Background: an optimization exercise with open tools, aiming at small area. Do not read the settings as production practice. In this exercise RTL edits were held to simulation tests only and were not proved equivalent to the original. No driver is modelled on the clock port, so clock power and skew are understated where the tree is cut down; a real chip needs a root buffer or a tree. No activity file was given, so power comes from the tool's default toggle rates.

==> flow/design.v <==
module ultrasonic(clk, rst, start, echo, trigger, timeout, led, far);
    input        clk, rst, start, echo;
    output       trigger, timeout;
    output [6:0] led;    
    output       far;    
    function ge9c;
        input [8:0] x;
        input [8:0] k;
        integer i;
        reg r;
        begin
            r = 1'b1;
            for (i = 0; i < 9; i = i + 1)
                r = k[i] ? (x[i] & r) : (x[i] | r);
            ge9c = r;
        end
    endfunction
    reg t, a, b;
    wire idle = ~t & ~a & ~b;
    wire wt   = ~a & b;
    wire meas = a & b;
    wire ok   = a & ~b;
    reg  [12:0] q;
    reg  [8:0]  r;
    wire en    = t | echo;
    wire rwrap = r[8] & r[5] & r[0];                           
    wire cwrap = q[12] & q[11] & q[10] & q[6] & r[7] & r[5];   
    wire clr   = rst | ~en | cwrap;
    reg [8:0]  r_inc;
    reg [12:0] q_inc;
    reg        cy;
    integer    i;
    always @(*) begin
        cy = 1'b1;
        for (i = 0; i < 9; i = i + 1) begin
            r_inc[i] = (r[i] ^ cy) & ~rwrap;
            cy = cy & r[i];
        end
        cy = rwrap;
        for (i = 0; i < 13; i = i + 1) begin
            q_inc[i] = q[i] ^ cy;
            cy = cy & q[i];
        end
    end
    wire       qhi  = |q[12:4];
    wire [3:0] ql   = q[3:0];
    wire       q1   = ~qhi & (ql == 4'd1);
    wire       q10  = ~qhi & (ql == 4'd10);
    wire       q11  = ~qhi & (ql == 4'd11);
    wire       ge12   = qhi | (ql >= 4'd2) | (q1 & ge9c(r, 9'd11));     
    wire       ge3000 = qhi | (ql >= 4'd12) | (q11 & ge9c(r, 9'd99));  
    wire       ge2900 = qhi | (ql >= 4'd11) | (q10 & rwrap);           
    wire       q9     = qhi | (ql >= 4'd9);
    always @(posedge clk) begin
        if (clr) begin
            q <= 13'd0;
            r <= 9'd289;
        end else begin
            q <= q_inc;
            r <= r_inc;
        end
        t <= ~rst & ((idle & start) | (t & ~ge12));
        a <= ~rst & ((wt & echo) | meas);
        b <= ~rst & ((t & ge12) | wt | (meas & echo & ~ge3000));
    end
    assign trigger = t;
    assign timeout = ok & ge3000;
    wire [3:0] dn = ge2900 ? 4'd10 : (q9 ? 4'd9 : ql);
    reg  [3:0] d;
    always @(posedge clk)
        if (rst)               d <= 4'd0;
        else if (meas & echo)  d <= dn;
    assign led[6] = d[3] & (d[1] | d[0]);             
    assign led[5] = d[3] | (d[2] & d[1] & d[0]);      
    assign led[4] = d[3] | (d[2] & d[1]);             
    assign led[3] = d[3] | (d[2] & (d[1] | d[0]));    
    assign led[2] = d[3] | d[2];                      
    assign led[1] = d[3] | d[2] | (d[1] & d[0]);      
    assign led[0] = d[3] | d[2] | d[1];               
    assign far    = d[3] & d[1];                      
endmodule
module vga(
    input clk,
    input reset,
    output video_on,
    output upper,        
    output [2:0] col,    
    output hsync,
    output vsync,
    output p_tick
    );
    function ge10c;
        input [9:0] x;
        input [9:0] k;
        integer i;
        reg r;
        begin
            r = 1'b1;
            for (i = 0; i < 10; i = i + 1)
                r = k[i] ? (x[i] & r) : (x[i] | r);
            ge10c = r;
        end
    endfunction
    reg [2:0] c;
    reg [8:0] o;
    reg [9:0] v;
    reg       hs, vs;
    wire [7:0] p = o[8:1];    
    wire cend = o[0] & ((c != 3'd7) ? ((c == 3'd6) ? (p[6] & p[4] & p[3] & p[2] & p[0])
                                                   : (p[6] & p[4] & p[3] & p[1]))
                                    : (p[7] & p[4] & p[3] & p[2] & p[1] & p[0]));
    wire hend = (c == 3'd7) & cend;
    wire vend = v[9] & v[3] & v[2];    
    reg [8:0] o_inc;
    reg [2:0] c_inc;
    reg [9:0] v_inc;
    reg       cy;
    integer   i;
    always @(*) begin
        cy = 1'b1;
        for (i = 0; i < 9; i = i + 1) begin
            o_inc[i] = o[i] ^ cy;
            cy = cy & o[i];
        end
        cy = cend;
        for (i = 0; i < 3; i = i + 1) begin
            c_inc[i] = c[i] ^ cy;
            cy = cy & c[i];
        end
        cy = hend;
        for (i = 0; i < 10; i = i + 1) begin
            v_inc[i] = v[i] ^ cy;
            cy = cy & v[i];
        end
    end
    always @(posedge clk) begin
        if (reset | cend) o <= 9'd0;
        else              o <= o_inc;
        if (reset) c <= 3'd0;
        else       c <= c_inc;
        if (reset | (hend & vend)) v <= 10'd0;
        else                       v <= v_inc;
        hs <= ~reset & ~((c == 3'd7) & ge10c({2'b0, p}, 10'd16) & ~ge10c({2'b0, p}, 10'd112));
        vs <= ~reset & ~(ge10c(v, 10'd513) & ~ge10c(v, 10'd515));
    end
    assign video_on = (c != 3'd7) & ~ge10c(v, 10'd480);
    assign upper = ~ge10c(v, 10'd412);
    assign col = c;
    assign hsync = hs;
    assign vsync = vs;
    assign p_tick = o[0];
endmodule
module pixel_generation(
    input video_on,
    input upper,
    input [2:0] col,
    output [3:0] px
    );
    wire b2 = ~col[0];
    wire b1 = upper ? ~col[2] : (col[2] & ~col[0]);
    wire b0 = upper ? ~col[1] : (col[1] & ~col[0]);
    wire g  = ~upper & (col == 3'd3);
    assign px = video_on ? {b2, b1, b0, g} : 4'd0;
endmodule
module vga_top(
    input clk,
    input rst,
    input off,
    output hsync,
    output vsync,
    output [11:0] rgb
    );
    wire       ptick, video_on, upper;
    wire [2:0] col;
    vga vc(.clk(clk), .reset(rst | off), .video_on(video_on), .upper(upper),
           .col(col), .hsync(hsync), .vsync(vsync), .p_tick(ptick));
    wire [3:0] px;
    pixel_generation pg(.video_on(video_on), .upper(upper), .col(col), .px(px));
    reg [3:0] q;    
    always @(posedge clk)
        if (rst)        q <= 4'd0;
        else if (ptick) q <= px;
    wire a2 = q[3] | q[0], a1 = q[2] | q[0], a0 = q[1] | q[0];
    assign rgb = {a2, q[3], a2, q[3], a1, q[2], a1, q[2], a0, q[1], a0, q[1]};
endmodule
module top(CLOCK_50, rst, rgb, vsync, hsync, TRIG, ECHO, LED);
    input         CLOCK_50;
    input         rst;       
    output [11:0] rgb;
    output        hsync, vsync;
    output        TRIG;
    input         ECHO;
    output [7:0]  LED;
    localparam [15:0] PING_END = 16'hb4d2;
    reg  [15:0] ping;
    wire        start = (ping == PING_END);
    wire        ping_clr = rst | start;
    always @(posedge CLOCK_50) begin
        ping[0]    <= ~(ping_clr | (ping[15] ^ ping[13] ^ ping[12] ^ ping[10]));
        ping[15:1] <= ~({15{ping_clr}} | ping[14:0]);
    end
    wire far;
    ultrasonic U1(.clk(CLOCK_50), .rst(rst), .start(start), .echo(ECHO),
                  .trigger(TRIG), .timeout(LED[7]), .led(LED[6:0]), .far(far));
    localparam [19:0] TIMER_HIT = 20'hfa6b3;
    reg  [19:0] timer;
    reg         off;
    wire        timer_clr = rst | far;
    always @(posedge CLOCK_50) begin
        timer[0]    <= ~(timer_clr | ~(timer[19] ^ timer[16]));
        timer[19:1] <= ~({19{timer_clr}} | timer[18:0]);
        off         <= ~timer_clr & (off | (timer == TIMER_HIT));
    end
    vga_top vgau(.clk(CLOCK_50), .rst(rst), .off(off),
                 .hsync(hsync), .vsync(vsync), .rgb(rgb));
endmodule
clock: 20.0 ns
lec_check: 0
cap_margin: 20
core_margin: 2
core_utilization: 40
slew_margin: 20
standard.sh (not shown) runs the stock make flow with config.mk's settings and CLKGATE_MAP_FILE= SYNTH_SCRIPT=/design/flow/synth_recipe.tcl, a recipe that flattens the netlist after the stock synthesis.
==> flow/flow/run.sh <==
#!/bin/bash
# Layout flow: the standard ORFS flow (standard.sh) with these changes
#  - synthesis maps the logic with an area-oriented ABC script
#    (flow/abc_area.script, used in place of ORFS's abc_speed.script in a
#    copy of ORFS's scripts folder) and without ORFS's half/full-adder
#    extraction; everything else in synthesis is the standard script,
#  - port buffers use the smallest buffer (buf_1) instead of clkdlybuf4s50_1,
#  - the clock tree is one level of four buffers, one per cluster of
#    registers (flow/cts_manual.tcl, in place of TritonCTS's H-tree).
# Each make run writes its whole output to its own log in the work folder.
set -euo pipefail
W=$(pwd)
rm -rf "$W/scripts_area"
cp -r "$FLOW_HOME/scripts" "$W/scripts_area"
cp "$W/flow/abc_area.script" "$W/scripts_area/abc_speed.script"
bash standard.sh "SCRIPTS_DIR=$W/scripts_area" "ADDER_MAP_FILE=" synth > synth_make.log 2>&1
bash standard.sh \
  "BUFFER_PORTS_ARGS=-buffer_cell sky130_fd_sc_hd__buf_1" \
  "PRE_CTS_TCL=$W/flow/cts_manual.tcl" \
  finish > layout_make.log 2>&1
Other scripts of this flow, unchanged in this note and not shown: flow/flow/abc_area.script, flow/flow/cts_manual.tcl
The baseline finished clean.
Edit:
--- a/flow/design.v
+++ b/flow/design.v
@@ -101,25 +101,24 @@
             ge10c = r;
         end
     endfunction
     reg [2:0] c;
-    reg [8:0] o;
+    reg [7:0] o;
     reg [9:0] v;
     reg       hs, vs;
-    wire [7:0] p = o[8:1];    
-    wire cend = o[0] & ((c != 3'd7) ? ((c == 3'd6) ? (p[6] & p[4] & p[3] & p[2] & p[0])
-                                                   : (p[6] & p[4] & p[3] & p[1]))
-                                    : (p[7] & p[4] & p[3] & p[2] & p[1] & p[0]));
+    wire s67 = c[2] & c[1];
+    wire cend = s67 ? (o[7] & o[6] & o[5] & o[4] & o[3] & o[2] & o[0])
+                    : (o[7] & o[5] & o[4] & o[2] & o[0]);
     wire hend = (c == 3'd7) & cend;
     wire vend = v[9] & v[3] & v[2];    
-    reg [8:0] o_inc;
+    reg [7:0] o_inc;
     reg [2:0] c_inc;
     reg [9:0] v_inc;
     reg       cy;
     integer   i;
     always @(*) begin
         cy = 1'b1;
-        for (i = 0; i < 9; i = i + 1) begin
+        for (i = 0; i < 8; i = i + 1) begin
             o_inc[i] = o[i] ^ cy;
             cy = cy & o[i];
         end
         cy = cend;
@@ -132,19 +131,21 @@
             v_inc[i] = v[i] ^ cy;
             cy = cy & v[i];
         end
     end
+    wire hsr = (c == 3'd6) ? ge10c({2'b0, o}, 10'd220)
+                           : ((c == 3'd7) & ~ge10c({2'b0, o}, 10'd158));
     always @(posedge clk) begin
-        if (reset | cend) o <= 9'd0;
+        if (reset | cend) o <= 8'd0;
         else              o <= o_inc;
         if (reset) c <= 3'd0;
         else       c <= c_inc;
         if (reset | (hend & vend)) v <= 10'd0;
         else                       v <= v_inc;
-        hs <= ~reset & ~((c == 3'd7) & ge10c({2'b0, p}, 10'd16) & ~ge10c({2'b0, p}, 10'd112));
+        hs <= ~reset & ~hsr;
         vs <= ~reset & ~(ge10c(v, 10'd513) & ~ge10c(v, 10'd515));
     end
-    assign video_on = (c != 3'd7) & ~ge10c(v, 10'd480);
+    assign video_on = (~s67 | (~c[0] & ~ge10c({2'b0, o}, 10'd188))) & ~ge10c(v, 10'd480);
     assign upper = ~ge10c(v, 10'd412);
     assign col = c;
     assign hsync = hs;
     assign vsync = vs;
The changed run finished with timing, DRC and antenna clean.
Global-route usage goes up by 0.33 points.
Routed wire length goes down by 0.71%.
Die area goes down by about 0.8%.
Synthesized area goes down by about 0.8%.
Register-to-register slack degrades by 0.09 ns.
Fmax goes down by 2.1%.
Core utilization goes down by 0.13 points.
Power goes down by 1.1%.
Critical path depth goes up by 1.
Sequential power hardly moves.
Sequential share of layout area goes down by 0.14 points.
Via count goes down by 0.75%.
In every run of this note, the design's own scripts or RTL, not TritonCTS, make the clock network.

-- re-timing with driven ports --
How much do the figures lean on ideal ports? The routed layouts below were timed once more, with nothing changed but the port constraints.
Step 1 (the two cells are an assumption about what drives the block):
set clk [get_ports {CLOCK_50}]
set_driving_cell -lib_cell sky130_fd_sc_hd__clkbuf_16 $clk
set_driving_cell -lib_cell sky130_fd_sc_hd__buf_2 [delete_from_list [all_inputs] $clk]
Step 2 moves the port delays by t, midway between the first and last clock arrival at a register: inputs arrive t later, outputs are due t later. That takes back most of the time a late clock gives input paths.
Slacks: ideal / step 1 / step 2; pairs: ideal / step 1.
| run | t (ns) | setup WS [ns] | slew at the worst register clock pin (ns) |
|---|---|---|---|
| the first run | 0.210 | 14.445 / 14.361 / 14.564 | 0.10 / 0.10 |
| the second run | 0.206 | 14.323 / 14.242 / 14.215 | 0.11 / 0.11 |
After both steps every run listed still meets setup and hold. The setup slack of the second run, which loses most, moves by -0.081 ns with the drivers and by -0.108 ns with both steps.
